Source: an optimization exercise on an open RTL-to-GDS flow (aim: small area and a short achievable clock period). Production flows keep margins and buffers that such runs may drop.
RTL that was checked went through simulation tests only; none was proved equivalent to the original.
Function not checked in runs 5 to 9: the RTL went through the layout flow alone.
No activity file was given, so power comes from the tool's default toggle rates.

===== design/flow/config.mk =====
export PLATFORM = sky130hd
export DESIGN_NAME = fixedFloatConversion
export DESIGN_NICKNAME = fixedFloatConversion
export VERILOG_FILES = /design/flow/design.v
export SDC_FILE = /design/flow/constraint.sdc
export NUM_CORES = 4
export LEC_CHECK = 0
export ABC_AREA = 1
export CAP_MARGIN = 20
export CORE_MARGIN = 2
export CORE_UTILIZATION = 40
export SETUP_SLACK_MARGIN = 3
export SLEW_MARGIN = 20
export TNS_END_PERCENT = 0

===== design/flow/constraint.sdc =====
create_clock -name core_clock -period 9.0 [get_ports {clk}]
set_input_delay 1.8000 -clock core_clock [delete_from_list [all_inputs] [get_ports {clk}]]
set_output_delay 1.8000 -clock core_clock [all_outputs]
set_load 0.01 [all_outputs]

===== design/flow/design.v =====
`timescale 1ns / 1ps
module fixedFloatConversion(
  input wire clk,
  input wire rst,
  input wire[31:0] targetnumber,
  input wire[4:0] fixpointpos,
  input wire opcode,
  output reg[31:0] result);
genvar g;
wire        s  = targetnumber[31];
wire [30:0] t  = targetnumber[30:0];
wire [30:0] mag = s ? (~t + 31'd1) : t;
wire        nz  = |t;
wire [4:0] lz;
lzc32 ulz (.w({mag, 1'b1}), .lz(lz));
wire [9:0] d     = 10'd150 - {5'd0, fixpointpos} - {2'd0, targetnumber[30:23]};
wire       valid = (d[9:5] == 5'd0);
wire [23:0] m = {1'b1, targetnumber[22:0]};
wire [30:0] revm;
generate
  for (g = 0; g < 24; g = g + 1) begin : rv
    assign revm[30-g] = m[g];
  end
endgenerate
assign revm[6:0] = 7'd0;
wire [30:0] x0 = opcode ? revm : mag;
wire [4:0]  sh = opcode ? d[4:0] : lz;
wire [30:0] x1 = sh[4] ? {x0[14:0], 16'd0} : x0;
wire [30:0] x2 = sh[3] ? {x1[22:0], 8'd0} : x1;
wire [30:0] x3 = sh[2] ? {x2[26:0], 4'd0} : x2;
wire [30:0] x4 = sh[1] ? {x3[28:0], 2'd0} : x3;
wire [30:0] y  = sh[0] ? {x4[29:0], 1'd0} : x4;
wire [7:0]  e  = 8'd157 - {3'd0, fixpointpos} - {3'd0, lz};
wire [31:0] fres = nz ? {s, e, y[29:7]} : 32'd0;
wire [23:0] v;
generate
  for (g = 0; g < 24; g = g + 1) begin : rb
    assign v[g] = y[30-g];
  end
endgenerate
wire [31:0] xres = valid ? (s ? -{8'd0, v} : {8'd0, v}) : 32'd0;
always @(posedge clk) begin
  result <= opcode ? xres : fres;
end
endmodule
module lzc32 (
  input  wire [31:0] w,
  output wire [4:0]  lz);
  wire [15:0] z1; wire [15:0] c1;
  wire [7:0]  z2; wire [15:0] c2;
  wire [3:0]  z3; wire [11:0] c3;
  wire [1:0]  z4; wire [7:0]  c4;
  genvar i;
  generate
    for (i = 0; i < 16; i = i + 1) begin : l1
      assign z1[i] = ~(w[2*i+1] | w[2*i]);
      assign c1[i] = ~w[2*i+1];
    end
    for (i = 0; i < 8; i = i + 1) begin : l2
      assign z2[i] = z1[2*i+1] & z1[2*i];
      assign c2[2*i+1:2*i] = z1[2*i+1] ? {1'b1, c1[2*i]} : {1'b0, c1[2*i+1]};
    end
    for (i = 0; i < 4; i = i + 1) begin : l3
      assign z3[i] = z2[2*i+1] & z2[2*i];
      assign c3[3*i+2:3*i] = z2[2*i+1] ? {1'b1, c2[4*i+1:4*i]} : {1'b0, c2[4*i+3:4*i+2]};
    end
    for (i = 0; i < 2; i = i + 1) begin : l4
      assign z4[i] = z3[2*i+1] & z3[2*i];
      assign c4[4*i+3:4*i] = z3[2*i+1] ? {1'b1, c3[6*i+2:6*i]} : {1'b0, c3[6*i+5:6*i+3]};
    end
  endgenerate
  assign lz = z4[1] ? {1'b1, c4[3:0]} : {1'b0, c4[7:4]};
endmodule

===== design/flow/run.sh =====
#!/bin/bash
# synth_recipe.tcl (not shown) runs the flow's synth.tcl, then flattens the netlist and writes it again
# the make line also repeats each setting of config.mk as NAME=value (left out here)
make -C /OpenROAD-flow-scripts/flow DESIGN_CONFIG=/design/flow/config.mk WORK_HOME=/design/flow/orfs CLKGATE_MAP_FILE= SYNTH_SCRIPT=/design/flow/synth_recipe.tcl finish

==> results_dict.tcl, run 1 <==
set metrics [dict create \
    rows 44 \
    syn_inst 1098 \
    final_layout_size_suffix_gt1_share_pct 12.56 \
    largest_register "result" \
    coreArea_mm2 0.01442 \
    peakVddDrop_mv 0.07636 \
    async_flop_share_pct 0 \
    clockBufferDepth 2 \
    grt_pass1_vias 6379 \
    worstPathRequired_ns 9.14 \
    antenna_left 0 \
    hp-class "input pin to flip-flop" \
    p_leak_uw 0.003452 \
    synthToLayoutAreaGrowth_pct 23.37 \
    setup_viol_count_final 0 \
    hold_depth 4 \
    grt_pass1_wl_um 31730 \
    synth_area_mm2 0.005842 \
    syn_avg_cell_area_um2 5.320 \
    period_minus_slack_ns 5.837 \
    grt_max_degree 61 \
    reg_top3 "result (32)" \
    timing.setup.tns_ns 0 \
    hold_viol_final 0 \
    io_pins 72 \
    first_pass_iters 5 \
    fmax_mhz 171.3 \
    cts.clk_slew.worst_paths_ns 0.05 \
    critPathArrivalTime_ns 5.98 \
    layout_common_cells "nand2_1, nand3_1, nor2_1" \
    power.density_mw_per_mm2 147.0 \
    rsz0062_at_grt "yes" \
    power_uw 1060 \
    synth_seq_area_share_pct 10.97 \
    vias 7446 \
    grt_usage_pct 24.46 \
    die_h_um 124.9 \
    period_share_pct 64.86 \
    layout.nets 1216 \
    hold_buffers 0 \
    io_buffers 70 \
    cts_inserted_buffers 5 \
    synth_fp_nets 1160 \
    yosys_warnings 1 \
    hpwlAfterDp_um 15460 \
    yosys-top-cells-area "nand2_1, nand3_1, dfxtp_1, nor2_1, inv_1" \
    cts_sinks 32 \
    layout_commonest_cell "nand2_1" \
    hold_ws_ns 2.054 \
    n_antenna_cell 0 \
    crit_fanout 63 \
    slew_viol_final 0 \
    synth_top_area_share_pct 22.36 \
    avgRoutedWirePerCell_um 16.00 \
    clockRootBuffer "clkbuf_16" \
    yosysUniqueCellTypes 42 \
    end_kind "flip-flop" \
    largest_reg_flops 32 \
    die_x_um 124.9 \
    cap_viol_max_count 0 \
    synth_edf_count 0 \
    antenna_found_initial 0 \
    wl_um 21410 \
    worst_pin_slew_ns 0.7881 \
    ys_ff_latch 32 \
    globalplace.congestion 0.9500 \
    grt_overflow_total 0 \
    crit_path_start_kind "input pin" \
    htree_num_levels 2 \
    synth_largest_area_cell "nand2_1" \
    initial_core_util_pct 40.50 \
    drc 0 \
    slew-limit-headroom_pct 47.11 \
    die-area_mm2 0.01559 \
    cp-startpoint "opcode" \
    synthFlopType "dfxtp_1" \
    cts_tree "yes" \
    status "no timing/DRC/antenna violations" \
    viasPerCell 5.565 \
    hold_start "targetnumber[31]" \
    path_class "input pin to flip-flop" \
    drt-initial-drc-count 792 \
]
## area by class of cell
class	count	area, um2
Fill cell	1571	7217
Multi-Input combinational cell	939	5036
Timing Repair Buffer	81	785.8
Sequential cell	32	640.6
Inverter	95	361.6
Tap cell	184	230.2
Clock buffer	7	152.6
## Yosys cell counts, types with 7 or more instances
cell	n
inv_1	91
nor3_1	7
buf_2	12
nand2_2	28
nand2_1	348
nand3_1	246
buf_4	11
clkbuf_1	8
dfxtp_1	32
buf_6	9
o21ai_0	42
nor2_1	102
ha_1	20
a21oi_1	27
o21ai_1	29
nor2_2	11
xor2_1	10
## stage by stage
stage          worst slack, ns  std cells  util, %  cell area, um2
2_1_floorplan            4.220       1098        -            5842
5_1_grt                  2.948       1338    49.97            7207
4_1_cts                  2.931       1319    46.42            6695
3_5_place_dp             2.222       1312    45.10            6505
3_3_place_gp             2.241       1312    45.10            6505
6_report                 3.163       1338    49.97            7207
## final timing paths
path | slack [ns] | end
worst max-delay path | 3.16 | result[29]$_DFF_P_
worst min-delay path | 2.05 | result[23]$_DFF_P_
## cell families after synthesis
family / share of synthesized area [%]
buffers and inverters: 11.07
AO/OA/AOI/OAI: 11.24
XOR/XNOR: 1.649
AND/OR/NAND/NOR: 60.10
flip-flops: 10.97
adder cells (fa/ha/maj): 4.969
## worst max-delay path, stage by stage
cell,delay (ns)
clkdlybuf4s50_1,0.77
inv_1,0.55
buf_4,0.64
nand3_2,0.35
nand2_8,0.24
nand3_1,0.10
nand3_1,0.13
nand3_1,0.17
nand3_1,0.11
nand2_1,0.12
nor2_1,0.18
nand2_1,0.15
nor2_4,0.15
nand3_2,0.15
o21ai_4,0.21
o211ai_1,0.12
## routing by layer
layer / share of wire (%) / up-vias / routed length [um] / global-route usage, %
li1: - / 3742 / - / -
met3: 6.6 / 65 / 1421 / 2.663
met4: 3.5 / 0 / 752 / 8.039
met2: 45 / 307 / 9718 / 40.37
met5: 0 / - / 0 / 0
met1: 44 / 3332 / 9520 / 33.32
## report_power, final
part	total [uW]	leakage, uW	switching [uW]	internal (uW)
clock	170	0.0000760	54.2	116
combinational	709	0.00311	464	245
sequential	181	0.000267	7.47	173
## what timing repair did
item,CTS,global route
pin swaps,0,18
setup endpoints to repair,31,31
resized for setup,9,68
gates cloned,0,11
buffers inserted,0,8
==> run 2: changes to the inputs <==
--- a/design/flow/config.mk
+++ b/design/flow/config.mk
@@ -11,3 +11,3 @@
 export CORE_UTILIZATION = 40
-export SETUP_SLACK_MARGIN = 3
+export SETUP_SLACK_MARGIN = 4
 export SLEW_MARGIN = 20
==> run 2 against run 1 <==
Compared with the run above:
- sequential share of layout area fell by 2.1 points
- power up 33%
- cell count up 5.9%
- clock power hardly changed
- sequential cell count is the same
- critical path type unchanged
- worst hold slack worse by 0.12 ns
- non-clock buffer count grew 69
- setup slack gained 0.60 ns
==> results_dict.tcl, run 2 <==
set metrics [dict create \
    synthFlopType "dfxtp_1" \
    cap_viol_max_count 0 \
    crit_path_start_kind "input pin" \
    seqPwrFrac_pct 12.8 \
    n_antenna_cell 0 \
    drc 0 \
    clockRootBuffer "clkbuf_16" \
    cts_tree "yes" \
    grt_usage_pct 30.24 \
    power.density_mw_per_mm2 148.3 \
    hold_viol_final 0 \
    grt_pass1_wl_um 38970 \
    stdcell_area_mm2 0.009494 \
    grt_pass1_vias 7611 \
    die_x_um 124.9 \
    p_int_uw 678.1 \
    worstPathRequired_ns 9.15 \
    yosys_warnings 1 \
    coreArea_mm2 0.01442 \
    slew_viol_final 0 \
    crit_fanout 18 \
    htree_num_levels 2 \
    vias 8434 \
    io_buffers 70 \
    antenna_found_initial 0 \
    regArea_um2 640.6 \
    die-area_mm2 0.01559 \
    cp_cell_sequence "buf_8 -> clkinvlp_4 -> buf_4 -> nor2_1 -> xor2_1 -> nor2_1 -> o31ai_1 -> inv_1 -> o21ai_2 -> nand2_4 -> nand3_4 -> nand2_4 -> buf_4 -> nand3_2 -> nand3_2 -> nand2_4 -> nand3_4 -> nor2_4 -> nand3_4 -> o21ai_4 -> o211ai_1" \
    critical-path-slowest-cell "o21ai_2" \
    cp_num_buf_inv 5 \
    async_flop_share_pct 0 \
    end_kind "flip-flop" \
    setup_viol_count_final 0 \
    fill_cells 1206 \
    fin_ws_ns 3.765 \
    synth_seq_area_share_pct 10.97 \
    viasPerCell 5.952 \
    rows 44 \
    ys_top_cells_by_count "nand2_1, nand3_1, nor2_1, inv_1, o21ai_0" \
    fmax_mhz 191.0 \
    hp-class "input pin to flip-flop" \
    wl_um 26100 \
    largest_reg_flops 32 \
    synthToLayoutAreaGrowth_pct 62.52 \
    ys_ff_latch 32 \
    combPwrFrac_pct 75.0 \
    syn_inst 1098 \
    layout_common_cells "nand2_1, nand3_2, nand3_1" \
    layout.nets 1295 \
    critPathTopFamily "simple AND/OR/NAND/NOR gates" \
    cts_sinks 32 \
    die_h_um 124.9 \
    synth_fp_nets 1160 \
    hold_ws_ns 1.938 \
    final_layout_size_suffix_gt1_share_pct 41.12 \
    period_share_pct 58.17 \
    synth_area_mm2 0.005842 \
    slew-limit-headroom_pct 47.18 \
    hpwlAfterDp_um 15460 \
    worst_pin_slew_ns 0.7870 \
    yosys-top-cells-area "nand2_1, nand3_1, dfxtp_1, nor2_1, inv_1" \
    status "no timing/DRC/antenna violations" \
    syn_avg_cell_area_um2 5.320 \
    layout_commonest_cell "nand2_1" \
    synth_largest_area_cell "nand2_1" \
    grt_max_degree 64 \
    timing.setup.tns_ns 0 \
    antenna_left 0 \
    io_pins 72 \
    synth_top_area_share_pct 22.36 \
    slowest_delay_ns 0.30 \
    period_minus_slack_ns 5.235 \
    rsz0062_at_grt "yes" \
    reg_top3 "result (32)" \
    first_pass_iters 13 \
    yosysMostFrequentCell "nand2_1" \
    place_area_mm2 0.006505 \
    switching_share_pct 51.85 \
    power_frac_clock_pct 12.2 \
    globalplace.congestion 0.9500 \
    p_sw_uw 730.1 \
    critPathArrivalTime_ns 5.38 \
    dp_slack_ns 2.222 \
    cts_inserted_buffers 5 \
    path_class "input pin to flip-flop" \
    grt_overflow_total 0 \
    yosysUniqueCellTypes 42 \
    initial_core_util_pct 40.50 \
    clockBufferDepth 2 \
    p_leak_uw 0.004285 \
    multi_input_area_mm2 0.006769 \
    peakVddDrop_mv 0.07703 \
    drt-initial-drc-count 900 \
    largest_register "result" \
    avgRoutedWirePerCell_um 18.42 \
    synth_edf_count 0 \
    cts.clk_slew.worst_paths_ns 0.05 \
]
run 2: power by group through the flow:
stage / combinational [uW] / sequential [uW] / clock (uW)
detailed placement: 632 / 184 / 0
global route: 1120 / 184 / 180
floorplan: 437 / 200 / 0
finish: 1060 / 181 / 171
CTS: 876 / 181 / 175
global placement: 630 / 183 / 0
run 2: final timing paths:
| check | from | end | slack [ns] | cells past startpoint |
|---|---|---|---|---|
| hold / removal | targetnumber[31] | result[23]$_DFF_P_ | 1.94 | 4 |
| setup / recovery | targetnumber[31] | result[29]$_DFF_P_ | 3.77 | 21 |
run 2: timing repair:
action / in CTS / in global routing
pin swaps: 107 / 106
setup endpoints to repair: 32 / 31
setup buffers: 55 / 22
cloned: 19 / 2
resized for setup: 306 / 244
hold buffers: 0 / 0
run 2: kinds of logic (layout without fill, tap and decap cells):
group | after synthesis | after routing | synth area share, %
xor+xnor | 11 | 11 | 1.649
flops | 32 | 32 | 10.97
buf+inv | 138 | 252 | 11.07
simple gates | 775 | 794 | 60.10
compound gates | 120 | 122 | 11.24
fa+ha+maj | 22 | 22 | 4.969
run 2: routing by layer:
metal,GRT usage (%),routed length [um]
met1,38.19,9947
met2,49.63,12060
met3,5.842,2391
met4,14.18,1698
met5,0,0
run 2: cell type report:
class | instances | share of cell area, %
repair buffers | 150 | 13.90
well taps | 184 | 2.425
flip-flops and latches | 32 | 6.747
inverters | 95 | 4.020
multi-input cells | 949 | 71.30
clock buffers | 7 | 1.608
run 2: stage by stage:
stage | utilization [%] | cells | total power (uW)
3_3_place_gp | 45.10 | 1312 | 813.7
6_report | 65.82 | 1417 | 1408
5_1_grt | 65.82 | 1417 | 1487
3_5_place_dp | 45.10 | 1312 | 816.0
2_1_floorplan | - | 1098 | 636.6
4_1_cts | 58.79 | 1393 | 1232
==> run 3: changes to the inputs <==
==> design/flow/flow/run.sh (new file) <==
#!/bin/bash
# Standard layout, with the port buffers made of the smallest buffer cell.
set -euo pipefail
export BUFFER_PORTS_ARGS="-buffer_cell sky130_fd_sc_hd__buf_1"
bash standard.sh > standard.log 2>&1
==> design/flow/standard.sh (new file) <==
#!/bin/bash
# synth_recipe.tcl (not shown) runs the flow's synth.tcl, then flattens the netlist and writes it again
# the make line also repeats each setting of config.mk as NAME=value (left out here)
make -C /OpenROAD-flow-scripts/flow DESIGN_CONFIG=/design/flow/config.mk WORK_HOME=/design/flow/orfs CLKGATE_MAP_FILE= SYNTH_SCRIPT=/design/flow/synth_recipe.tcl "${@:-finish}"
--- a/design/flow/config.mk
+++ b/design/flow/config.mk
@@ -11,4 +11,2 @@
 export CORE_UTILIZATION = 40
-export SETUP_SLACK_MARGIN = 4
 export SLEW_MARGIN = 20
-export TNS_END_PERCENT = 0
removed: design/flow/run.sh
==> run 3 against run 2 <==
Compared with the run above:
- via count shrank 15%
- sequential cell count is the same
- maximum frequency shrank 24%
- worst hold slack gained 0.12 ns
- critical path depth grew 2
- die area is the same
- setup slack lost 1.6 ns
- utilization shrank 23 points
- synthesized area is the same
- non-clock buffer count shrank 77
- wire length shrank 27%
- critical path type unchanged
==> results_dict.tcl, run 3 <==
set metrics [dict create \
    drc 0 \
    globalplace.congestion 0.9594 \
    cap_viol_max_count 0 \
    die-area_mm2 0.01559 \
    cts_tree "yes" \
    status "no timing/DRC/antenna violations" \
    multi_input_area_mm2 0.004554 \
    vias 7134 \
    crit_path_start_kind "input pin" \
    cts-resized-gates 0 \
    antenna_left 0 \
    yosysMostFrequentCell "nand2_1" \
    crit_fanout 44 \
    die_h_um 124.9 \
    layout_common_cells "nand2_1, nand3_1, nor2_1" \
    slew_viol_final 0 \
    power_uw 961.2 \
    cts.clk_slew.worst_paths_ns 0.05 \
    synth_fp_nets 1160 \
    gr-usage-met2_pct 40.76 \
    slew-limit-headroom_pct 30.58 \
    period_minus_slack_ns 6.878 \
    synth_area_mm2 0.005842 \
    ys_top_cells_by_count "nand2_1, nand3_1, nor2_1, inv_1, o21ai_0" \
    setup_viol_count_final 0 \
    grt_usage_pct 24.12 \
    rsz0062_at_grt "no" \
    antenna_found_initial 0 \
    reg_top3 "result (32)" \
    grt_pass1_vias 6391 \
    die_x_um 124.9 \
    yosys-top-cells-area "nand2_1, nand3_1, dfxtp_1, nor2_1, inv_1" \
    largest_reg_flops 32 \
    layout.nets 1197 \
    critPathArrivalTime_ns 7.02 \
    layout_commonest_cell "nand2_1" \
    io_buffers 70 \
    cts_setup_buffers 0 \
    first_pass_iters 7 \
    clockRootBuffer "clkbuf_16" \
    cts_sinks 32 \
    rows 44 \
    yosysUniqueCellTypes 42 \
    synth_largest_area_cell "nand2_1" \
    met3_usage_pct 2.405 \
    path_class "input pin to flip-flop" \
    end_kind "flip-flop" \
    synth_seq_area_share_pct 10.97 \
    synthToLayoutAreaGrowth_pct 6.832 \
    crit_top_cell "nand2_1" \
    viasPerCell 5.405 \
    grt_pass1_wl_um 31270 \
    critical-path-slowest-cell "clkbuf_2" \
    hp-class "input pin to flip-flop" \
    peakVddDrop_mv 0.07942 \
    largest_register "result" \
    syn_avg_cell_area_um2 5.320 \
    timing.setup.tns_ns 0 \
    coreArea_mm2 0.01442 \
    top_usage_layer "met2" \
    power.density_mw_per_mm2 154.0 \
    hold_depth 4 \
    io_pins 72 \
    fmax_mhz 145.4 \
    hpwlAfterDp_um 15000 \
    final_layout_size_suffix_gt1_share_pct 7.306 \
    ys_ff_latch 32 \
    htree_num_levels 2 \
    drt-initial-drc-count 590 \
    hold_end "result[23]$_DFF_P_" \
    async_flop_share_pct 0 \
    n_antenna_cell 0 \
    clockBufferDepth 2 \
    synth_edf_count 0 \
    grt_overflow_total 0 \
    grt_max_degree 66 \
    syn_inst 1098 \
    avgRoutedWirePerCell_um 14.40 \
    fill_cells 1671 \
    slowest_delay_ns 0.65 \
    cp_cell_sequence "clkbuf_2 -> inv_1 -> o21ai_1 -> nor2_2 -> nand2_1 -> nand2_1 -> nor2_1 -> nand2_1 -> a21oi_1 -> nand3_1 -> nand3_1 -> nand2_1 -> nand3_1 -> nand3_1 -> nand2_1 -> nand2_1 -> nand2_1 -> ha_1 -> inv_1 -> nor2_1 -> nand3_1 -> o21ai_2 -> o21ai_1" \
    hold_start "fixpointpos[0]" \
    met1_usage_pct 32.16 \
    synthFlopType "dfxtp_1" \
    yosys_warnings 1 \
    wl_um 19010 \
    worst_pin_slew_ns 1.039 \
    period_share_pct 76.42 \
    cts_inserted_buffers 5 \
    worstPathRequired_ns 9.14 \
    hold_viol_final 0 \
    initial_core_util_pct 40.50 \
    synth_top_area_share_pct 22.36 \
    regArea_um2 640.6 \
    p_leak_uw 0.003070 \
    hold_buffers 0 \
]
## run 3: cell counts after synthesis
No cell type changed its count.
## run 3: metal layers
layer,part of all wire [%],vias to the layer above
li1,-,3685
met1,45,3139
met2,46,260
met3,5.4,50
met4,3.9,0
met5,0,-
## run 3: through the flow
stage               std cells  area (um2)  hold slack (ns)  setup slack (ns)  util, %
floorplan                1098        5842            2.074             4.220        -
global placement         1312        6073            2.185             2.019    42.11
detailed placement       1312        6073            2.185             1.951    42.11
CTS                      1320        6241            2.059             2.219    43.27
global route             1320        6241            2.100             1.662    43.27
finish                   1320        6241            2.058             2.122    43.27
## run 3: cell families after synthesis
logic type      share of synthesized area, %
compound gates                         11.24
xor+xnor                               1.649
fa+ha+maj                              4.969
buf+inv                                11.07
flops                                  10.97
simple gates                           60.10
## run 3: how the worst max path moves through the flow
stage | start | endpoint | depth (start not counted)
after floorplan | targetnumber[0] | result[30]$_DFF_P_ | 27
after global placement | targetnumber[31] | result[30]$_DFF_P_ | 23
after detailed placement | targetnumber[31] | result[6]$_DFF_P_ | 25
after CTS | targetnumber[31] | result[6]$_DFF_P_ | 25
after global routing | targetnumber[31] | result[6]$_DFF_P_ | 25
final | targetnumber[31] | result[30]$_DFF_P_ | 23
## run 3: report_power, final
group          internal [uW]  switching, uW  leakage [uW]  total, uW
Combinational            174            417       0.00272        591
Clock                    130           60.7     0.0000798        190
Sequential               173           7.10      0.000267        180
Total                    477            484       0.00307        961
## run 3: final cells by class
class / count / area share, %
multi-input combinational: 928 / 72.98
sequential: 32 / 10.26
inverter: 95 / 5.794
timing repair buffer: 73 / 4.591
tap: 184 / 3.689
clock buffer: 5 / 2.005
clock inverter: 3 / 0.6816
## run 3: critical path: cells and delay by family
family / cells / cell delay, ns
simple gates: 15 / 2.76
buf+inv: 3 / 1.23
compound gates: 4 / 0.95
fa+ha+maj: 1 / 0.22
==> run 4: changes to the inputs <==
--- a/design/flow/config.mk
+++ b/design/flow/config.mk
@@ -11,2 +11,4 @@
 export CORE_UTILIZATION = 40
+export SETUP_SLACK_MARGIN = 3
 export SLEW_MARGIN = 20
+export TNS_END_PERCENT = 0
==> run 4 against run 3 <==
Compared with the run above:
- synthesized area unchanged
- critical path type unchanged
- via count increased by 1.6%
- cell count increased by 0.76%
- utilization increased by 1.4 points
- non-clock buffer count increased by 7
- highest routed layer unchanged
- synthesized cell count unchanged
- still clean
- die area unchanged
- sequential power about the same
- first-iteration DRC count increased by 2.9%
- sequential share of layout area decreased by 0.32 points
- critical endpoint unchanged
- power increased by 1.8%
==> results_dict.tcl, run 4 <==
set metrics [dict create \
    synth_seq_area_share_pct 10.97 \
    crit_path_start_kind "input pin" \
    die_h_um 124.9 \
    critPathArrivalTime_ns 5.77 \
    n_antenna_cell 0 \
    reg_top3 "result (32)" \
    antenna_found_initial 0 \
    largest_reg_flops 32 \
    combPwrFrac_pct 62.2 \
    globalplace.congestion 0.9594 \
    die_x_um 124.9 \
    initial_core_util_pct 40.50 \
    hp-class "input pin to flip-flop" \
    final_layout_size_suffix_gt1_share_pct 8.726 \
    synth_area_mm2 0.005842 \
    p_leak_uw 0.003134 \
    fin_util_pct 44.67 \
    cap_viol_max_count 0 \
    status "no timing/DRC/antenna violations" \
    grt_pass1_vias 6434 \
    antenna_left 0 \
    yosys_warnings 1 \
    yosys-top-cells-area "nand2_1, nand3_1, dfxtp_1, nor2_1, inv_1" \
    cp_num_buf_inv 4 \
    synth_fp_nets 1160 \
    slew-limit-headroom_pct 44.76 \
    viasPerCell 5.450 \
    clockBufferDepth 2 \
    grt_usage_pct 24.24 \
    crit_top_cell "nand2_1" \
    fmax_mhz 177.5 \
    critPathTopFamily "simple AND/OR/NAND/NOR gates" \
    p_sw_uw 494.2 \
    power_frac_clock_pct 19.4 \
    drt-initial-drc-count 607 \
    io_pins 72 \
    cts_inserted_buffers 5 \
    first_pass_iters 6 \
    end_kind "flip-flop" \
    layout.nets 1207 \
    period_share_pct 62.59 \
    setup_viol_count_final 0 \
    hold_ws_ns 1.974 \
    rows 44 \
    period_minus_slack_ns 5.634 \
    clockRootBuffer "clkbuf_16" \
    worstPathRequired_ns 9.14 \
    cts_sinks 32 \
    avgRoutedWirePerCell_um 14.67 \
    yosysMostFrequentCell "nand2_1" \
    layout_commonest_cell "nand2_1" \
    grt_max_degree 66 \
    ys_ff_latch 32 \
    grt_pass1_wl_um 31430 \
    hpwlAfterDp_um 15000 \
    vias 7249 \
    die-area_mm2 0.01559 \
    synth_edf_count 0 \
    crit_fanout 27 \
    synthToLayoutAreaGrowth_pct 10.30 \
    p_int_uw 484.3 \
    cts_tree "yes" \
    io_buffers 70 \
    layout_common_cells "nand2_1, nand3_1, nor2_1" \
    slew_viol_final 0 \
    peakVddDrop_mv 0.07941 \
    coreArea_mm2 0.01442 \
    cts.clk_slew.worst_paths_ns 0.05 \
    drc 0 \
    syn_inst 1098 \
    rsz0062_at_grt "no" \
    grt_overflow_total 0 \
    switching_share_pct 50.51 \
    critical-path-slowest-cell "nor2_8" \
    timing.setup.tns_ns 0 \
    synthFlopType "dfxtp_1" \
    htree_num_levels 2 \
    async_flop_share_pct 0 \
    seqPwrFrac_pct 18.4 \
    syn_avg_cell_area_um2 5.320 \
    hold_viol_final 0 \
    worst_pin_slew_ns 0.8230 \
    path_class "input pin to flip-flop" \
    wl_um 19510 \
    yosysUniqueCellTypes 42 \
    largest_register "result" \
    ys_top_cells_by_count "nand2_1, nand3_1, nor2_1, inv_1, o21ai_0" \
    slowest_delay_ns 0.24 \
    power.density_mw_per_mm2 151.9 \
    synth_largest_area_cell "nand2_1" \
    synth_top_area_share_pct 22.36 \
]
## run 4: what timing repair did
action	4_1_cts	5_1_grt
hold buffers	0	0
pin swaps	0	8
gates resized for setup	7	16
buffers inserted	5	2
setup endpoints to repair	31	31
gates cloned	0	3
## run 4: cells by family after synthesis
logic type      synth area share (%)
xor+xnor                       1.649
fa+ha+maj                      4.969
buf+inv                        11.07
simple gates                   60.10
flops                          10.97
compound gates                 11.24
## run 4: final timing paths
kind	start	end	depth (start not counted)
setup / recovery	targetnumber[0]	result[30]$_DFF_P_	27
hold / removal	targetnumber[31]	result[23]$_DFF_P_	4
## run 4: per-stage QoR
step / cells / total power (uW) / setup slack, ns / cell area [um2]
6_report: 1330 / 978.6 / 3.366 / 6444
3_3_place_gp: 1312 / 758.7 / 2.019 / 6073
2_1_floorplan: 1098 / 636.6 / 4.220 / 5842
3_5_place_dp: 1312 / 763.4 / 1.951 / 6073
4_1_cts: 1325 / 960.7 / 3.081 / 6307
5_1_grt: 1330 / 1070 / 2.993 / 6444
## run 4: cell type report
class                      count  area (um2)
clock buffer                   5       125.1
clock inverter                 3       42.54
fill                        1646        7980
inverter                      95       365.4
multi-input combinational    931        4691
sequential                    32       640.6
tap                          184       230.2
timing repair buffer          80       349.1
## run 4: per-layer routing
layer	routed length, um	global-route usage [%]
met1	8410	32.37
met2	8809	40.28
met3	1405	2.448
met4	889	9.346
met5	0	0
## run 4: power groups by stage
stage	Clock (uW)	Combinational (uW)	Sequential, uW
after global routing	200	687	182
after detailed placement	0	580	183
after CTS	193	587	181
after global placement	0	576	183
final	190	608	180
after floorplan	0	437	200
==> run 5: changes to the inputs <==
--- a/design/flow/design.v
+++ b/design/flow/design.v
@@ -8,7 +8,8 @@
   output reg[31:0] result);
-genvar g;
 wire        s  = targetnumber[31];
 wire [30:0] t  = targetnumber[30:0];
-wire [30:0] mag = s ? (~t + 31'd1) : t;
-wire        nz  = |t;
+wire [30:0] tp;                  
+prefix_or #(.N(31)) pa (.a(t), .y(tp));
+wire [30:0] mag = t ^ ({31{s}} & {tp[29:0], 1'b0});
+wire        nz  = tp[30];
 wire [4:0] lz;
@@ -17,28 +18,20 @@
 wire       valid = (d[9:5] == 5'd0);
-wire [23:0] m = {1'b1, targetnumber[22:0]};
-wire [30:0] revm;
-generate
-  for (g = 0; g < 24; g = g + 1) begin : rv
-    assign revm[30-g] = m[g];
-  end
-endgenerate
-assign revm[6:0] = 7'd0;
-wire [30:0] x0 = opcode ? revm : mag;
-wire [4:0]  sh = opcode ? d[4:0] : lz;
-wire [30:0] x1 = sh[4] ? {x0[14:0], 16'd0} : x0;
-wire [30:0] x2 = sh[3] ? {x1[22:0], 8'd0} : x1;
-wire [30:0] x3 = sh[2] ? {x2[26:0], 4'd0} : x2;
-wire [30:0] x4 = sh[1] ? {x3[28:0], 2'd0} : x3;
-wire [30:0] y  = sh[0] ? {x4[29:0], 1'd0} : x4;
+wire [4:0] bsh   = ~d[4:0];
+wire [54:0] x0 = opcode ? {31'd0, 1'b1, t[22:0]} : {mag, 24'd0};
+wire [4:0]  sh = opcode ? bsh : lz;
+wire [54:16] x1 = sh[4] ? x0[38:0]  : x0[54:16];
+wire [54:24] x2 = sh[3] ? x1[46:16] : x1[54:24];
+wire [54:28] x3 = sh[2] ? x2[50:24] : x2[54:28];
+wire [54:30] x4 = sh[1] ? x3[52:28] : x3[54:30];
+wire [54:31] y  = sh[0] ? x4[53:30] : x4[54:31];
+wire [23:0] vp;                  
+prefix_or #(.N(24)) pb (.a(y[54:31]), .y(vp));
+wire        sb = opcode & s;
+wire        keep = opcode ? valid : nz;
+wire [23:0] low = y[54:31] ^ ({24{sb}} & {vp[22:0], 1'b0});
 wire [7:0]  e  = 8'd157 - {3'd0, fixpointpos} - {3'd0, lz};
-wire [31:0] fres = nz ? {s, e, y[29:7]} : 32'd0;
-wire [23:0] v;
-generate
-  for (g = 0; g < 24; g = g + 1) begin : rb
-    assign v[g] = y[30-g];
-  end
-endgenerate
-wire [31:0] xres = valid ? (s ? -{8'd0, v} : {8'd0, v}) : 32'd0;
 always @(posedge clk) begin
-  result <= opcode ? xres : fres;
+  result[22:0]  <= keep ? low[22:0] : 23'd0;
+  result[30:23] <= keep ? (opcode ? {{7{sb & vp[23]}}, low[23]} : e) : 8'd0;
+  result[31]    <= keep & s & (~opcode | vp[23]);
 end
@@ -73 +66,20 @@
 endmodule
+module prefix_or #(parameter N = 32) (
+  input  wire [N-1:0] a,
+  output wire [N-1:0] y);
+  localparam L = $clog2(N);
+  wire [N-1:0] p [0:L];
+  assign p[0] = a;
+  genvar k, i;
+  generate
+    for (k = 0; k < L; k = k + 1) begin : lv
+      for (i = 0; i < N; i = i + 1) begin : bt
+        if ((i >> k) & 1)
+          assign p[k+1][i] = p[k][i] | p[k][((i >> k) << k) - 1];
+        else
+          assign p[k+1][i] = p[k][i];
+      end
+    end
+  endgenerate
+  assign y = p[L];
+endmodule
==> design/flow/flow/run.sh (replaced) <==
#!/bin/bash
# Standard layout with two changes:
#  - synthesis maps with the ABC script flow/map.abc (registers untouched:
#    abc runs without -dff, so the standard synthesis's flip-flops remain);
#  - the port buffers are the smallest buffer cell.
set -euo pipefail
W=$(pwd)
export BUFFER_PORTS_ARGS="-buffer_cell sky130_fd_sc_hd__buf_1"
{
  echo 'proc abc {args} {'
  echo '  set i [lsearch $args -script]'
  echo "  if {\$i >= 0} { lset args [expr {\$i+1}] $W/flow/map.abc }"
  echo '  yosys abc {*}$args'
  echo '}'
  cat "$W/synth_recipe.tcl"
} > "$W/my_synth.tcl"
sed -E "s#'?SYNTH_SCRIPT=[^ ']*'?#SYNTH_SCRIPT=$W/my_synth.tcl#" "$W/standard.sh" > "$W/my_standard.sh"
grep -q "SYNTH_SCRIPT=$W/my_synth.tcl" "$W/my_standard.sh"
bash "$W/my_standard.sh" > "$W/standard.log" 2>&1
==> design/flow/flow/map.abc (new file) <==
strash
dch -f
map -B 0.9
topo
stime -c
buffer -c
upsize -c
dnsize -c
==> run 5 against run 4 <==
Compared with the run above:
- cell count decreased by 5.9%
- worst hold slack improved by 0.072 ns
- combinational power decreased by 22%
- critical endpoint is now result[11]$_SDFF_PP0_
- sequential cell count unchanged
- first-iteration DRC count decreased by 37%
- setup slack improved by 0.087 ns
- design area decreased by 8.0%
- maximum frequency increased by 1.6%
==> results_dict.tcl, run 5 <==
set metrics [dict create \
    grt_usage_pct 21.96 \
    muxShareOfSynthArea_pct 0 \
    synth-xor-area-share_pct 1.964 \
    grt_max_degree 45 \
    cts_sinks 32 \
    die_h_um 119.7 \
    cts.clk_slew.worst_paths_ns 0.05 \
    rsz0062_at_grt "no" \
    layout.nets 1134 \
    viasPerCell 5.137 \
    cap_viol_max_count 0 \
    final_layout_size_suffix_gt1_share_pct 6.977 \
    first_pass_iters 5 \
    vias 6426 \
    p_leak_uw 0.003085 \
    dpl.cell_count 1231 \
    hp-class "input pin to flip-flop" \
    power.density_mw_per_mm2 138.0 \
    hold_start "fixpointpos[0]" \
    cts_tree "yes" \
    end_kind "flip-flop" \
    io_pins 72 \
    grt_pass1_vias 5576 \
    cts_inserted_buffers 5 \
    synth-simple-area-share_pct 58.43 \
    slew_viol_final 0 \
    synth_fp_nets 1083 \
    ys_top_cells_by_count "nand2_1, nand3_1, inv_1, nor2_1, a21oi_1" \
    io_buffers 70 \
    hold_viol_final 0 \
    path_class "input pin to flip-flop" \
    setup_viol_count_final 0 \
    period_share_pct 61.63 \
    rows 42 \
    synthToLayoutAreaGrowth_pct 10.73 \
    power_uw 817.5 \
    power_frac_clock_pct 20.9 \
    p_int_uw 419.7 \
    avgRoutedWirePerCell_um 12.75 \
    drc 0 \
    reg_top3 "result (32)" \
    synth_largest_area_cell "nand2_1" \
    synth_edf_count 0 \
    slew-limit-headroom_pct 57.77 \
    layout_common_cells "nand2_1, nand3_1, inv_1" \
    status "no timing/DRC/antenna violations" \
    async_flop_share_pct 0 \
    seqPwrFrac_pct 21.3 \
    period_minus_slack_ns 5.547 \
    antenna_left 0 \
    critPathArrivalTime_ns 5.72 \
    globalplace.congestion 0.9914 \
    layout_commonest_cell "nand2_1" \
    hpwlAfterDp_um 12440 \
    switching_share_pct 48.66 \
    yosys-top-cells-area "nand2_1, nand3_1, dfxtp_1, inv_1, nor2_1" \
    yosys_warnings 3 \
    synth_area_mm2 0.005351 \
    crit_path_start_kind "input pin" \
    clockRootBuffer "clkbuf_16" \
    worst_pin_slew_ns 0.6335 \
    peakVddDrop_mv 0.07494 \
    combPwrFrac_pct 57.7 \
    crit_fanout 23 \
    largest_register "result" \
    wl_um 15940 \
    yosysMostFrequentCell "nand2_1" \
    initial_core_util_pct 40.73 \
    synthFlopType "dfxtp_1" \
    worstPathRequired_ns 9.17 \
    coreArea_mm2 0.01314 \
    syn_inst 1023 \
    syn_avg_cell_area_um2 5.231 \
    antenna_found_initial 0 \
    die_x_um 119.7 \
    n_antenna_cell 0 \
    synth_top_area_share_pct 25.25 \
    yosysUniqueCellTypes 42 \
    ys_ff_latch 32 \
    synth_compound_area_share_pct 10.15 \
    largest_reg_flops 32 \
    drt-initial-drc-count 382 \
    hold_end "result[23]$_SDFF_PP0_" \
    synthAdderAreaFrac_pct 4.957 \
    fmax_mhz 180.3 \
    htree_num_levels 2 \
    grt_overflow_total 0 \
    hold_depth 5 \
    synth_seq_area_share_pct 11.97 \
    grt_pass1_wl_um 26290 \
    synth_top_family_by_area "simple AND/OR/NAND/NOR gates" \
    final_cells 1251 \
    die-area_mm2 0.01432 \
    p_sw_uw 397.8 \
    clockBufferDepth 2 \
    timing.setup.tns_ns 0 \
]
-- run 5: cells by family after synthesis --
| logic type | after synthesis |
|---|---|
| and+or+nand+nor | 705 |
| buffers and inverters | 155 |
| AOI/OAI and AO/OA | 99 |
| DFF | 32 |
| adders and majority gates | 20 |
| xor gates and xnor gates | 12 |
-- run 5: metal layers --
layer / global-route usage (%) / vias to the layer above / part of all wire [%]
met4: 4.265 / 0 / 1.6
met3: 2.234 / 18 / 5.1
met2: 37.39 / 160 / 45
met5: 0 / - / 0
met1: 30.19 / 2847 / 48
li1: - / 3401 / -
-- run 5: worst max path at each step --
stage | startpoint | to | slack (ns) | cells past startpoint
detailed placement | targetnumber[0] | result[26]$_SDFF_PP0_ | 2.34 | 25
CTS | targetnumber[0] | result[26]$_SDFF_PP0_ | 3.09 | 27
finish | targetnumber[0] | result[11]$_SDFF_PP0_ | 3.45 | 27
global placement | targetnumber[0] | result[24]$_SDFF_PP0_ | 2.37 | 25
floorplan | fixpointpos[0] | result[24]$_SDFF_PP0_ | 4.03 | 23
global route | targetnumber[0] | result[11]$_SDFF_PP0_ | 3.01 | 28
-- run 5: cell type report --
type / count / area [um2]
tap: 176 / 220.2
sequential: 32 / 640.6
timing repair buffer: 84 / 369.1
clock buffer: 5 / 125.1
fill: 1546 / 7212
multi-input combinational: 839 / 4126
clock inverter: 3 / 23.77
inverter: 112 / 420.4
-- run 5: worst max-delay path, stage by stage --
cell	delay, ns
buf_1	0.18
nor2_1	0.17
nand2_1	0.12
nor2_4	0.21
nand2_2	0.17
nand2_8	0.17
nand2_1	0.07
nand2_1	0.06
nand2_1	0.08
nor2_1	0.16
nand2_2	0.13
nor2_8	0.18
nand2_4	0.18
inv_2	0.18
o21ai_1	0.09
nand2_1	0.23
a21oi_4	0.11
buf_4	0.20
nand3_1	0.11
nand2_1	0.09
nor2_2	0.16
nand2_2	0.14
nor2_2	0.28
buf_4	0.17
nand4_2	0.07
a21oi_1	0.13
nor2_1	0.05
-- run 5: through the flow --
stage               setup slack [ns]  hold slack, ns  cell area, um2  util, %
floorplan                      4.034           2.062            5351        -
global placement               2.373           2.185            5623    42.80
detailed placement             2.344           2.185            5623    42.80
CTS                            3.090           2.055            5796    44.11
global route                   3.012           2.098            5926    45.10
finish                         3.453           2.046            5926    45.10
-- run 5: power groups by stage --
| stage | combinational (uW) | clock [uW] | sequential, uW |
|---|---|---|---|
| floorplan | 343 | 0 | 193 |
| global placement | 452 | 0 | 178 |
| detailed placement | 454 | 0 | 178 |
| CTS | 459 | 173 | 175 |
| global route | 537 | 182 | 177 |
| finish | 472 | 171 | 174 |
-- run 5: timing repair --
| action | CTS | global route |
|---|---|---|
| gates cloned | 1 | 2 |
| buffers inserted | 1 | 8 |
| pin swaps | 1 | 3 |
| hold buffers | 0 | 0 |
| endpoints found under the hold margin | 0 | 0 |
| setup endpoints to repair | 24 | 27 |
| gates resized for setup | 2 | 10 |
==> run 6: changes to the inputs <==
==> design/flow/flow/map.abc (replaced) <==
strash
dch -f
map -A 0.5 -B 0.9
topo
stime -c
buffer -c
upsize -c
dnsize -c
==> run 6 against run 5 <==
Compared with the run above:
- still clean on timing, DRC and antenna
- synthesized area grew 2.1%
- cell count up 1.9%
- power rose by 5.4%
- sequential power hardly changed
- clock power rose by 8%
- global-route usage barely moved
- via count grew 0.90%
- critical path depth is 2 higher
- critical path type unchanged
- largest power group unchanged
==> results_dict.tcl, run 6 <==
set metrics [dict create \
    layout_common_cells "nand2_1, nand3_1, inv_1" \
    timing.setup.tns_ns 0 \
    grt_pass1_wl_um 26540 \
    p_int_uw 457.3 \
    synth_fp_nets 1105 \
    initial_core_util_pct 41.10 \
    slew_viol_final 0 \
    path_class "input pin to flip-flop" \
    fin_ws_ns 3.427 \
    yosysUniqueCellTypes 38 \
    cts.clk_slew.worst_paths_ns 0.05 \
    die-area_mm2 0.01461 \
    ys_top_cells_by_count "nand2_1, nand3_1, inv_1, nor2_1, a21oi_1" \
    hold_ws_ns 2.076 \
    synth_seq_area_share_pct 11.72 \
    htree_num_levels 2 \
    synth_area_mm2 0.005464 \
    p_sw_uw 404.4 \
    fmax_mhz 179.4 \
    drc 0 \
    die_x_um 120.9 \
    reg_top3 "result (32)" \
    slew-limit-headroom_pct 36.09 \
    crit_top_cell "nand2_1" \
    switching_share_pct 46.93 \
    first_pass_iters 5 \
    hold_buffers 0 \
    synthFlopType "dfxtp_1" \
    seqPwrFrac_pct 20.6 \
    die_h_um 120.9 \
    avgRoutedWirePerCell_um 12.93 \
    layout.nets 1158 \
    combPwrFrac_pct 58.0 \
    power.density_mw_per_mm2 142.4 \
    rows 42 \
    power_uw 861.7 \
    clockRootBuffer "clkbuf_16" \
    slowest_delay_ns 0.25 \
    syn_avg_cell_area_um2 5.229 \
    yosys_warnings 3 \
    grt_usage_pct 21.94 \
    power_frac_clock_pct 21.4 \
    clockBufferDepth 2 \
    critical-path-slowest-cell "nor2_4" \
    crit_path_start_kind "input pin" \
    period_minus_slack_ns 5.573 \
    wl_um 16490 \
    worstPathRequired_ns 9.15 \
    globalplace.congestion 0.9197 \
    final_layout_size_suffix_gt1_share_pct 8.098 \
    rsz0062_at_grt "no" \
    synth_top_area_share_pct 26.45 \
    async_flop_share_pct 0 \
    fill_cells 1531 \
    period_share_pct 61.92 \
    cts_tree "yes" \
    critPathArrivalTime_ns 5.73 \
    crit_fanout 26 \
    cts_sinks 32 \
    largest_reg_flops 32 \
    end_kind "flip-flop" \
    vias 6484 \
    viasPerCell 5.085 \
    synth_edf_count 0 \
    hold_viol_final 0 \
    antenna_left 0 \
    yosysMostFrequentCell "nand2_1" \
    peakVddDrop_mv 0.07256 \
    grt_pass1_vias 5547 \
    grt_max_degree 45 \
    worst_pin_slew_ns 0.9586 \
    synthToLayoutAreaGrowth_pct 10.72 \
    fin_util_pct 45.50 \
    grt_overflow_total 0 \
    ys_ff_latch 32 \
    antenna_found_initial 0 \
    status "no timing/DRC/antenna violations" \
    coreArea_mm2 0.01330 \
    drt-initial-drc-count 527 \
    n_antenna_cell 0 \
    cts_inserted_buffers 5 \
    yosys-top-cells-area "nand2_1, nand3_1, dfxtp_1, inv_1, nor2_1" \
    syn_inst 1045 \
    synth_largest_area_cell "nand2_1" \
    hpwlAfterDp_um 12610 \
    p_leak_uw 0.003200 \
    dp_slack_ns 2.601 \
    hp-class "input pin to flip-flop" \
    io_pins 72 \
    largest_register "result" \
    setup_viol_count_final 0 \
    layout_commonest_cell "nand2_1" \
    cap_viol_max_count 0 \
    io_buffers 70 \
]
[run 6: timing repair]
| action | 4_1_cts | 5_1_grt |
|---|---|---|
| cloned | 0 | 5 |
| setup endpoints to repair | 13 | 29 |
| gates resized for setup | 2 | 13 |
| pin swaps | 0 | 4 |
| setup buffers | 0 | 11 |
[run 6: per-stage QoR]
stage / cell area (um2) / cells
5_1_grt: 6050 / 1275
3_3_place_gp: 5704 / 1251
3_5_place_dp: 5704 / 1251
4_1_cts: 5878 / 1259
2_1_floorplan: 5464 / 1045
6_report: 6050 / 1275
[run 6: metal layers]
metal  vias up  GRT usage (%)  wire, um
li1       3427              -         -
met1      2777          31.65      7838
met2       246          34.97      7121
met3        34          1.551      1039
met4         0          6.250       488
met5         -              0         0
[run 6: cell type report]
cell class / instances / area, um2 / area share [%]
Clock buffer: 6 / 128.9 / 2.130
Sequential cell: 32 / 640.6 / 10.59
Multi-Input combinational cell: 861 / 4220 / 69.76
Clock inverter: 2 / 35.03 / 0.5791
Timing Repair Buffer: 83 / 365.4 / 6.039
Inverter: 115 / 439.2 / 7.260
Tap cell: 176 / 220.2 / 3.640
[run 6: cell families after synthesis]
group	after synthesis	share of synthesized area, %
flip-flops	32	11.72
AO/OA/AOI/OAI	83	8.313
AND/OR/NAND/NOR	736	59.67
buffers and inverters	157	12.71
XOR/XNOR	17	2.725
adder cells (fa/ha/maj)	20	4.855
[run 6: worst paths after layout]
kind / from / endpoint / slack, ns / cells past startpoint
max: targetnumber[0] / result[9]$_SDFF_PP0_ / 3.43 / 29
min: fixpointpos[0] / result[23]$_SDFF_PP0_ / 2.08 / 5
[run 6: power by group through the flow]
stage | combinational [uW] | clock (uW) | sequential, uW
6_report | 500 | 185 | 177
5_1_grt | 569 | 195 | 180
4_1_cts | 477 | 188 | 178
3_5_place_dp | 474 | 0 | 181
3_3_place_gp | 471 | 0 | 180
2_1_floorplan | 357 | 0 | 197
[run 6: worst max-delay path: cells and delay by family]
kind | cells | cell delay, ns
AOI/OAI and AO/OA | 2 | 0.33
buffers and inverters | 4 | 0.65
and+or+nand+nor | 23 | 2.92
==> run 7: changes to the inputs <==
==> design/flow/flow/map.abc (replaced) <==
strash
dch -f
amap
topo
stime -c
buffer -c
upsize -c
dnsize -c
==> run 7 against run 6 <==
Compared with the run above:
- via count is 19% lower
- setup slack worse by 1.3 ns
- clock-buffer cell count is 1 lower
- power is 8.4% lower
==> results_dict.tcl, run 7 <==
set metrics [dict create \
    grt_pass1_vias 5014 \
    p_leak_uw 0.002266 \
    synth_fp_nets 712 \
    end_kind "flip-flop" \
    hold_depth 3 \
    rows 37 \
    viasPerCell 5.986 \
    grt_usage_pct 24.93 \
    crit_path_start_kind "input pin" \
    worstPathRequired_ns 9.18 \
    path_class "input pin to flip-flop" \
    syn_inst 652 \
    drt-initial-drc-count 464 \
    avgRoutedWirePerCell_um 16.63 \
    slowest_delay_ns 0.35 \
    die_x_um 107.6 \
    ys_top_cells_by_count "nor2_1, inv_1, o22a_1, a21oi_1, o21ai_0" \
    hpwlAfterDp_um 10660 \
    grt_max_degree 44 \
    fmax_mhz 145.6 \
    rsz0062_at_grt "yes" \
    io_pins 72 \
    globalplace.congestion 0.9519 \
    p_int_uw 442.4 \
    reg_top3 "result (32)" \
    syn_avg_cell_area_um2 6.590 \
    slew_viol_final 0 \
    antenna_left 0 \
    hold_ws_ns 1.971 \
    cts_tree "yes" \
    synth_edf_count 0 \
    status "no timing/DRC/antenna violations" \
    final_layout_size_suffix_gt1_share_pct 19.97 \
    place_area_mm2 0.004644 \
    largest_register "result" \
    die_h_um 107.6 \
    critical-path-slowest-cell "nor4_4" \
    hold_viol_final 0 \
    grt_overflow_total 0 \
    worst_pin_slew_ns 0.7296 \
    synthToLayoutAreaGrowth_pct 27.61 \
    synth_area_mm2 0.004297 \
    period_minus_slack_ns 6.870 \
    yosys-top-cells-area "dfxtp_1, o22a_1, nor2_1, a21oi_1, inv_1" \
    grt_pass1_wl_um 23380 \
    hold_buffers 0 \
    setup_viol_count_final 0 \
    antenna_found_initial 0 \
    yosys_warnings 3 \
    layout.nets 800 \
    seqPwrFrac_pct 22.4 \
    ys_ff_latch 32 \
    switching_share_pct 43.92 \
    n_antenna_cell 0 \
    synth_largest_area_cell "dfxtp_1" \
    async_flop_share_pct 0 \
    power_frac_clock_pct 17.4 \
    layout_common_cells "nor2_1, inv_1, buf_1" \
    power_uw 788.9 \
    p_sw_uw 346.5 \
    peakVddDrop_mv 0.2351 \
    vias 5250 \
    synth_top_area_share_pct 14.91 \
    yosysUniqueCellTypes 63 \
    combPwrFrac_pct 60.2 \
    cap_viol_max_count 0 \
    clockBufferDepth 2 \
    synth_seq_area_share_pct 14.91 \
    critPathArrivalTime_ns 7.05 \
    clockRootBuffer "clkbuf_8" \
    stdcell_area_mm2 0.005483 \
    cts_sinks 32 \
    htree_num_levels 2 \
    largest_reg_flops 32 \
    layout_commonest_cell "nor2_1" \
    synthFlopType "dfxtp_1" \
    coreArea_mm2 0.01037 \
    drc 0 \
    yosysMostFrequentCell "nor2_1" \
    hp-class "input pin to flip-flop" \
    first_pass_iters 5 \
    power.density_mw_per_mm2 143.9 \
    die-area_mm2 0.01159 \
    cts.clk_slew.worst_paths_ns 0.07 \
    period_share_pct 76.33 \
    slew-limit-headroom_pct 51.24 \
    cts_inserted_buffers 5 \
    io_buffers 70 \
    initial_core_util_pct 41.43 \
    timing.setup.tns_ns 0 \
    crit_fanout 26 \
    wl_um 14580 \
]
## run 7: cell count changes after synthesis, sizes merged, moves of 12 or more
cell / change
a21oi: +16
o32ai: +13
a211oi: +14
buf: -17
inv: -29
o22a: +64
o21ai: +17
nand2: -373
nand3: -184
clkbuf: +12
o22ai: +39
## run 7: layout make-up
type | count | area (um2)
clock inverter | 3 | 42.54
timing repair inverter | 2 | 15.01
multi-input combinational | 498 | 3536
fill | 1078 | 4887
timing repair buffer | 115 | 668.1
clock buffer | 5 | 68.82
inverter | 86 | 341.6
tap | 136 | 170.2
sequential | 32 | 640.6
## run 7: cell families (layout without fill, tap and decap cells)
logic type	after synthesis	in the layout	share of synthesized area [%]
compound gates	286	287	46.13
fa+ha+maj	20	20	6.174
buf+inv	123	211	11.30
flops	32	32	14.91
simple gates	191	191	21.49
## run 7: power by group through the flow
stage	combinational (uW)	sequential, uW	clock [uW]
floorplan	294	195	0
global route	523	179	143
detailed placement	404	180	0
finish	475	177	137
CTS	463	178	140
global placement	397	180	0
## run 7: critical path: cells and delay by family
kind | cells | cell delay [ns]
AND/OR/NAND/NOR | 15 | 2.51
AO/OA/AOI/OAI | 9 | 1.83
buffers and inverters | 7 | 0.90
## run 7: metrics by stage
stage | cells | setup WS (ns) | utilization (%)
final | 877 | 2.130 | 52.87
after floorplan | 652 | 2.443 | -
after global routing | 877 | 1.728 | 52.87
after detailed placement | 829 | 0.8946 | 44.79
after CTS | 872 | 2.160 | 51.99
after global placement | 829 | 1.000 | 44.79
## run 7: worst paths after layout
kind | start | endpoint
worst max-delay path | targetnumber[16] | result[29]$_SDFF_PP0_
worst min-delay path | fixpointpos[0] | result[23]$_SDFF_PP0_
## run 7: what timing repair did
action                     CTS  global route
hold endpoints to repair     0             0
resized for setup           76            10
setup buffers               31             4
cloned                       4             1
setup endpoints to repair   32            32
pin swaps                   27             8
## run 7: layer usage
metal  global-route usage, %  vias to the layer above  wire length (um)
li1                        -                     2586                 -
met1                   33.04                     2455              6790
met2                   41.64                      175              6747
met3                   2.179                       34               649
met4                   9.890                        0               394
met5                       0                        -                 0
==> run 8: changes to the inputs <==
==> design/flow/flow/map.abc (replaced) <==
strash
dch -f
map -B 0.9
topo
stime -c
buffer -c
upsize -c
dnsize -c
--- a/design/flow/config.mk
+++ b/design/flow/config.mk
@@ -11,3 +11,3 @@
 export CORE_UTILIZATION = 40
-export SETUP_SLACK_MARGIN = 3
+export SETUP_SLACK_MARGIN = 3.5
 export SLEW_MARGIN = 20
==> run 8 against run 7 <==
Compared with the run above:
- worst hold slack gained 0.075 ns
- sequential power is essentially flat
- design area is 15% higher
- power up 9.2%
- setup slack gained 1.7 ns
- sequential cell count unchanged
- synthesized area up 25%
- clock-buffer cell count stayed put
- cell count up 45%
==> results_dict.tcl, run 8 <==
set metrics [dict create \
    fmax_mhz 193.2 \
    htree_num_levels 2 \
    worstPathRequired_ns 9.14 \
    drc 0 \
    synth_seq_area_share_pct 11.97 \
    status "no timing/DRC/antenna violations" \
    vias 6718 \
    wl_um 17140 \
    antenna_found_initial 0 \
    fill_cells 1490 \
    rsz0062_at_grt "no" \
    synthToLayoutAreaGrowth_pct 18.10 \
    cts_tree "yes" \
    path_class "input pin to flip-flop" \
    cts_inserted_buffers 5 \
    crit_path_start_kind "input pin" \
    syn_avg_cell_area_um2 5.231 \
    globalplace.congestion 0.9914 \
    viasPerCell 5.294 \
    clockBufferDepth 2 \
    ys_top_cells_by_count "nand2_1, nand3_1, inv_1, nor2_1, a21oi_1" \
    grt_usage_pct 22.44 \
    stdcell_area_mm2 0.006320 \
    reg_top3 "result (32)" \
    cp-startpoint "fixpointpos[0]" \
    layout_commonest_cell "nand2_1" \
    synth_largest_area_cell "nand2_1" \
    drt-initial-drc-count 547 \
    die_x_um 119.7 \
    rows 42 \
    crit_fanout 7 \
    largest_reg_flops 32 \
    grt_max_degree 45 \
    clockRootBuffer "clkbuf_16" \
    end_kind "flip-flop" \
    power.density_mw_per_mm2 136.3 \
    place_area_mm2 0.005623 \
    yosys-top-cells-area "nand2_1, nand3_1, dfxtp_1, inv_1, nor2_1" \
    p_leak_uw 0.003235 \
    synth_area_mm2 0.005351 \
    hold_buffers 0 \
    layout.nets 1152 \
    period_minus_slack_ns 5.175 \
    grt_pass1_wl_um 26810 \
    async_flop_share_pct 0 \
    endpoint "result[24]$_SDFF_PP0_" \
    synth_edf_count 0 \
    io_buffers 70 \
    syn_inst 1023 \
    period_share_pct 57.50 \
    avgRoutedWirePerCell_um 13.51 \
    cts.clk_slew.worst_paths_ns 0.05 \
    yosysUniqueCellTypes 42 \
    largest_register "result" \
    hold_depth 5 \
    first_pass_iters 5 \
    slew_viol_final 0 \
    hold_viol_final 0 \
    io_pins 72 \
    critPathArrivalTime_ns 5.31 \
    setup_viol_count_final 0 \
    grt_pass1_vias 5640 \
    hp-class "input pin to flip-flop" \
    die-area_mm2 0.01432 \
    hpwlAfterDp_um 12440 \
    peakVddDrop_mv 0.08444 \
    initial_core_util_pct 40.73 \
    antenna_left 0 \
    layout_common_cells "nand2_1, nand3_1, inv_1" \
    yosysMostFrequentCell "nand2_1" \
    synth_fp_nets 1083 \
    slew-limit-headroom_pct 57.64 \
    n_antenna_cell 0 \
    coreArea_mm2 0.01314 \
    yosys_warnings 3 \
    synthFlopType "dfxtp_1" \
    final_layout_size_suffix_gt1_share_pct 10.98 \
    cap_viol_max_count 0 \
    grt_overflow_total 0 \
    timing.setup.tns_ns 0 \
    synth_top_area_share_pct 25.25 \
    hold_ws_ns 2.046 \
    worst_pin_slew_ns 0.6354 \
    ys_ff_latch 32 \
    cts_sinks 32 \
    die_h_um 119.7 \
]
-- run 8: power breakdown --
| group | total [uW] | internal, uW | switching (uW) | leakage (uW) |
|---|---|---|---|---|
| Sequential | 174 | 169 | 5.76 | 0.000267 |
| Combinational | 515 | 170 | 345 | 0.00290 |
| Clock | 172 | 103 | 68.9 | 0.0000660 |
| Total | 861 | 442 | 419 | 0.00324 |
-- run 8: timing repair --
action                                 in CTS  in global routing
gates resized for setup                    10                 54
pin swaps                                   4                 20
setup endpoints to repair                  31                 29
buffers inserted                            4                 16
gates cloned                                2                  8
endpoints found under the hold margin       0                  0
-- run 8: layout make-up --
class / count / area [um2] / area share [%]
flip-flops and latches: 32 / 640.6 / 10.14
repair buffers: 95 / 506.7 / 8.018
clock inverters: 3 / 23.77 / 0.3762
inverters: 112 / 431.7 / 6.830
clock buffers: 5 / 125.1 / 1.980
multi-input cells: 846 / 4372 / 69.17
well taps: 176 / 220.2 / 3.484
-- run 8: critical path, stage by stage --
cell and delay (ns):
buf_1 0.12, ha_1 0.29, inv_1 0.06, fa_2 0.40
a21oi_1 0.14, o21bai_1 0.10, or2_2 0.31, nand2_4 0.14
clkinvlp_4 0.14, buf_4 0.17, nand3_1 0.07, nand2_1 0.09
nand2_1 0.07, nand2_1 0.13, nand2_1 0.11, nand3_1 0.10
nand3_1 0.13, nand2_2 0.09, nor2_4 0.14, nand2_1 0.11
nor2_4 0.19, nand4_1 0.16, nand2_2 0.16, a21oi_1 0.08
-- run 8: kinds of logic after synthesis --
| logic type | synth area share [%] |
|---|---|
| xor gates and xnor gates | 1.964 |
| buffers and inverters | 12.53 |
| DFF | 11.97 |
| adders and majority gates | 4.957 |
| AOI/OAI and AO/OA | 10.15 |
| and+or+nand+nor | 58.43 |
-- run 8: worst min path at each step --
stage                                  to            startpoint
floorplan              result[31]$_DFF_P_      targetnumber[31]
global placement                result[6]  result[6]$_SDFF_PP0_
detailed placement              result[6]  result[6]$_SDFF_PP0_
CTS                 result[23]$_SDFF_PP0_        fixpointpos[0]
global route        result[23]$_SDFF_PP0_        fixpointpos[0]
finish              result[23]$_SDFF_PP0_        fixpointpos[0]
-- run 8: stage by stage --
stage,utilization (%),setup WS (ns),total power [uW],instances
2_1_floorplan,-,4.034,535.6,1023
3_3_place_gp,42.80,2.373,629.9,1231
3_5_place_dp,42.80,2.344,631.5,1231
4_1_cts,44.69,3.501,813.3,1245
5_1_grt,48.10,3.473,938.5,1269
6_report,48.10,3.825,861.3,1269
-- run 8: metal layers --
metal  track usage [%]  wire length, um  vias up  part of all wire [%]
li1                  -                -     3436                     -
met1             30.75             7876     2983                    46
met2             38.04             7626      267                    44
met3             2.281             1189       32                   6.9
met4             5.000              448        0                   2.6
met5                 0                0        -                     0
==> run 9: changes to the inputs <==
--- a/design/flow/design.v
+++ b/design/flow/design.v
@@ -10,8 +10,5 @@
 wire [30:0] t  = targetnumber[30:0];
-wire [30:0] tp;                  
-prefix_or #(.N(31)) pa (.a(t), .y(tp));
-wire [30:0] mag = t ^ ({31{s}} & {tp[29:0], 1'b0});
-wire        nz  = tp[30];
+wire        nz = |t;
 wire [4:0] lz;
-lzc32 ulz (.w({mag, 1'b1}), .lz(lz));
+lzc32 ulz (.w({t ^ {31{s}}, 1'b1}), .lz(lz));
 wire [9:0] d     = 10'd150 - {5'd0, fixpointpos} - {2'd0, targetnumber[30:23]};
@@ -19,3 +16,3 @@
 wire [4:0] bsh   = ~d[4:0];
-wire [54:0] x0 = opcode ? {31'd0, 1'b1, t[22:0]} : {mag, 24'd0};
+wire [54:0] x0 = opcode ? {31'd0, 1'b1, t[22:0]} : {t, 24'd0};
 wire [4:0]  sh = opcode ? bsh : lz;
@@ -26,12 +23,15 @@
 wire [54:31] y  = sh[0] ? x4[53:30] : x4[54:31];
-wire [23:0] vp;                  
-prefix_or #(.N(24)) pb (.a(y[54:31]), .y(vp));
-wire        sb = opcode & s;
-wire        keep = opcode ? valid : nz;
-wire [23:0] low = y[54:31] ^ ({24{sb}} & {vp[22:0], 1'b0});
-wire [7:0]  e  = 8'd157 - {3'd0, fixpointpos} - {3'd0, lz};
+wire st = (~sh[4] & |x0[15:0]) | (~sh[3] & |x1[23:16]) | (~sh[2] & |x2[27:24])
+        | (~sh[1] & |x3[29:28]) | (~sh[0] & x4[30]);
+wire        cin = ~opcode & st;
+wire [24:0] vp;                  
+prefix_or #(.N(25)) pb (.a({y[54:31], cin}), .y(vp));
+wire [23:0] low = y[54:31] ^ ({24{s}} & vp[23:0]);
+wire [7:0]  e0 = 8'd157 - {3'd0, fixpointpos} - {3'd0, lz};
+wire [7:0]  e  = (s & ~vp[24]) ? e0 + 8'd1 : e0;
+wire keep = opcode ? valid : nz;
 always @(posedge clk) begin
   result[22:0]  <= keep ? low[22:0] : 23'd0;
-  result[30:23] <= keep ? (opcode ? {{7{sb & vp[23]}}, low[23]} : e) : 8'd0;
-  result[31]    <= keep & s & (~opcode | vp[23]);
+  result[30:23] <= keep ? (opcode ? {{7{s & vp[24]}}, low[23]} : e) : 8'd0;
+  result[31]    <= keep & s & (~opcode | vp[24]);
 end
--- a/design/flow/config.mk
+++ b/design/flow/config.mk
@@ -11,3 +11,3 @@
 export CORE_UTILIZATION = 40
-export SETUP_SLACK_MARGIN = 3.5
+export SETUP_SLACK_MARGIN = 3
 export SLEW_MARGIN = 20
==> run 9 against run 8 <==
Compared with the run above:
- still clean on timing, DRC and antenna
- first-iteration DRC count is 2.6% lower
- synthesized cell count down 1.2%
- setup slack lost 0.35 ns
- cell count is 3.6% lower
- clock power is essentially flat
- design area fell by 6.4%
- non-clock buffer count is 20 lower
- utilization shrank 5.0 points
- wire length is 5.6% lower
- sequential share of layout area rose by 0.69 points
- maximum frequency down 6.3%
==> results_dict.tcl, run 9 <==
set metrics [dict create \
    synth_edf_count 0 \
    synth_area_mm2 0.005542 \
    ys_top_cells_by_count "nand2_1, nand3_1, inv_1, a21oi_1, nor2_1" \
    n_antenna_cell 0 \
    coreArea_mm2 0.01372 \
    fmax_mhz 181.1 \
    yosysMostFrequentCell "nand2_1" \
    slowest_delay_ns 0.46 \
    hold_viol_final 0 \
    setup_viol_count_final 0 \
    io_pins 72 \
    final_layout_size_suffix_gt1_share_pct 7.862 \
    slew-limit-headroom_pct 61.30 \
    cts_inserted_buffers 5 \
    die_h_um 121.7 \
    power.density_mw_per_mm2 142.1 \
    met1_length_um 7281 \
    antenna_found_initial 0 \
    die-area_mm2 0.01481 \
    layout_commonest_cell "nand2_1" \
    fill_cells 1596 \
    worstPathRequired_ns 9.14 \
    reg_top3 "result (32)" \
    syn_inst 1011 \
    routed.top_layer "met4" \
    synthFlopType "dfxtp_1" \
    drt-initial-drc-count 533 \
    antenna_left 0 \
    period_minus_slack_ns 5.522 \
    cts.clk_slew.worst_paths_ns 0.05 \
    crit_top_cell "nand2_1" \
    layout.nets 1104 \
    io_buffers 70 \
    cp_cell_sequence "buf_1 -> ha_1 -> xnor2_1 -> ha_1 -> a21oi_1 -> nand2_1 -> xor2_1 -> nand2_1 -> nand2_2 -> nand3_1 -> nand3_1 -> nand3_1 -> nand2_1 -> nand2_1 -> nand2_1 -> nand2_1 -> nor2_2 -> nand4_2 -> nor2_2 -> nand2_1 -> nand3_2 -> a21oi_1" \
    synth_fp_nets 1072 \
    rows 43 \
    place_area_mm2 0.005732 \
    die_x_um 121.7 \
    grt_max_degree 38 \
    cts_sinks 32 \
    hpwlAfterDp_um 12590 \
    first_pass_iters 5 \
    wl_met2_um 7948 \
    critical-path-slowest-cell "nand2_2" \
    status "no timing/DRC/antenna violations" \
    clockBufferDepth 2 \
    cts_tree "yes" \
    grt_usage_pct 22.33 \
    slew_viol_final 0 \
    timing.setup.tns_ns 0 \
    vias 6517 \
    initial_core_util_pct 40.39 \
    hold_buffers 0 \
    peakVddDrop_mv 0.07428 \
    drc 0 \
    yosys_warnings 2 \
    synth_seq_area_share_pct 11.56 \
    largest_reg_flops 32 \
    critPathArrivalTime_ns 5.66 \
    cap_viol_max_count 0 \
    period_share_pct 61.35 \
    syn_avg_cell_area_um2 5.481 \
    rsz0062_at_grt "no" \
    layout_common_cells "nand2_1, nand3_1, inv_1" \
    synthToLayoutAreaGrowth_pct 6.773 \
    worst_pin_slew_ns 0.5785 \
    p_leak_uw 0.003012 \
    dr_wl_met3_um 718 \
    cp_num_buf_inv 1 \
    htree_num_levels 2 \
    grt_overflow_total 0 \
]
-- run 9: changes by cell type after synthesis, moves of 4 or more --
| cell | previous run | this run |
|---|---|---|
| buf_4 | 6 | 10 |
| buf_6 | 6 | 12 |
| inv_1 | 107 | 95 |
| inv_2 | 4 | 8 |
| nand2_1 | 360 | 319 |
| nand2_2 | 12 | 18 |
| nand3_1 | 195 | 236 |
| nand4_1 | 6 | 19 |
| nor2_1 | 90 | 44 |
| nor4_1 | 0 | 5 |
-- run 9: power breakdown --
group	internal, uW	leakage (uW)	switching (uW)
logic	158	0.00267	335
registers	170	0.000267	5.91
clock network	116	0.0000760	55.9
-- run 9: final timing paths --
path / start / to / slack, ns / depth (start not counted)
min: targetnumber[31] / result[31]$_DFF_P_ / 2.11 / 4
max: fixpointpos[0] / result[25]$_SDFF_PP0_ / 3.48 / 22
-- run 9: cells by family after synthesis --
family | count (synthesis) | synth area share, %
AND/OR/NAND/NOR | 691 | 58.25
buffers and inverters | 156 | 13.34
AO/OA/AOI/OAI | 99 | 9.935
flip-flops | 32 | 11.56
adder cells (fa/ha/maj) | 21 | 5.012
XOR/XNOR | 12 | 1.897
-- run 9: metrics by stage --
stage	hold slack, ns	instances	power, uW
3_5_place_dp	2.186	1215	668.6
2_1_floorplan	2.104	1011	573.2
5_1_grt	2.141	1223	924.1
6_report	2.108	1223	840.6
4_1_cts	2.177	1222	841.8
3_3_place_gp	2.186	1215	663.9
-- run 9: final cells by class --
type | instances | area, um2 | area share (%)
Sequential cell | 32 | 640.6 | 10.83
Timing Repair Buffer | 75 | 319.1 | 5.392
Inverter | 105 | 407.9 | 6.894
Tap cell | 180 | 225.2 | 3.806
Timing Repair inverter | 1 | 5.005 | 0.08458
Multi-Input combinational cell | 823 | 4167 | 70.42
Clock buffer | 7 | 152.6 | 2.580
-- run 9: what timing repair did --
| action | in CTS | in global routing |
|---|---|---|
| setup endpoints to repair | 0 | 20 |
| endpoints found under the hold margin | 0 | 0 |
| buffers inserted | 0 | 0 |
| gates resized for setup | 0 | 11 |
-- run 9: metal layers --
layer / track usage [%] / vias to the layer above
li1: - / 3401
met1: 29.51 / 2926
met2: 39.71 / 165
met3: 2.247 / 25
met4: 4.095 / 0
met5: 0 / -
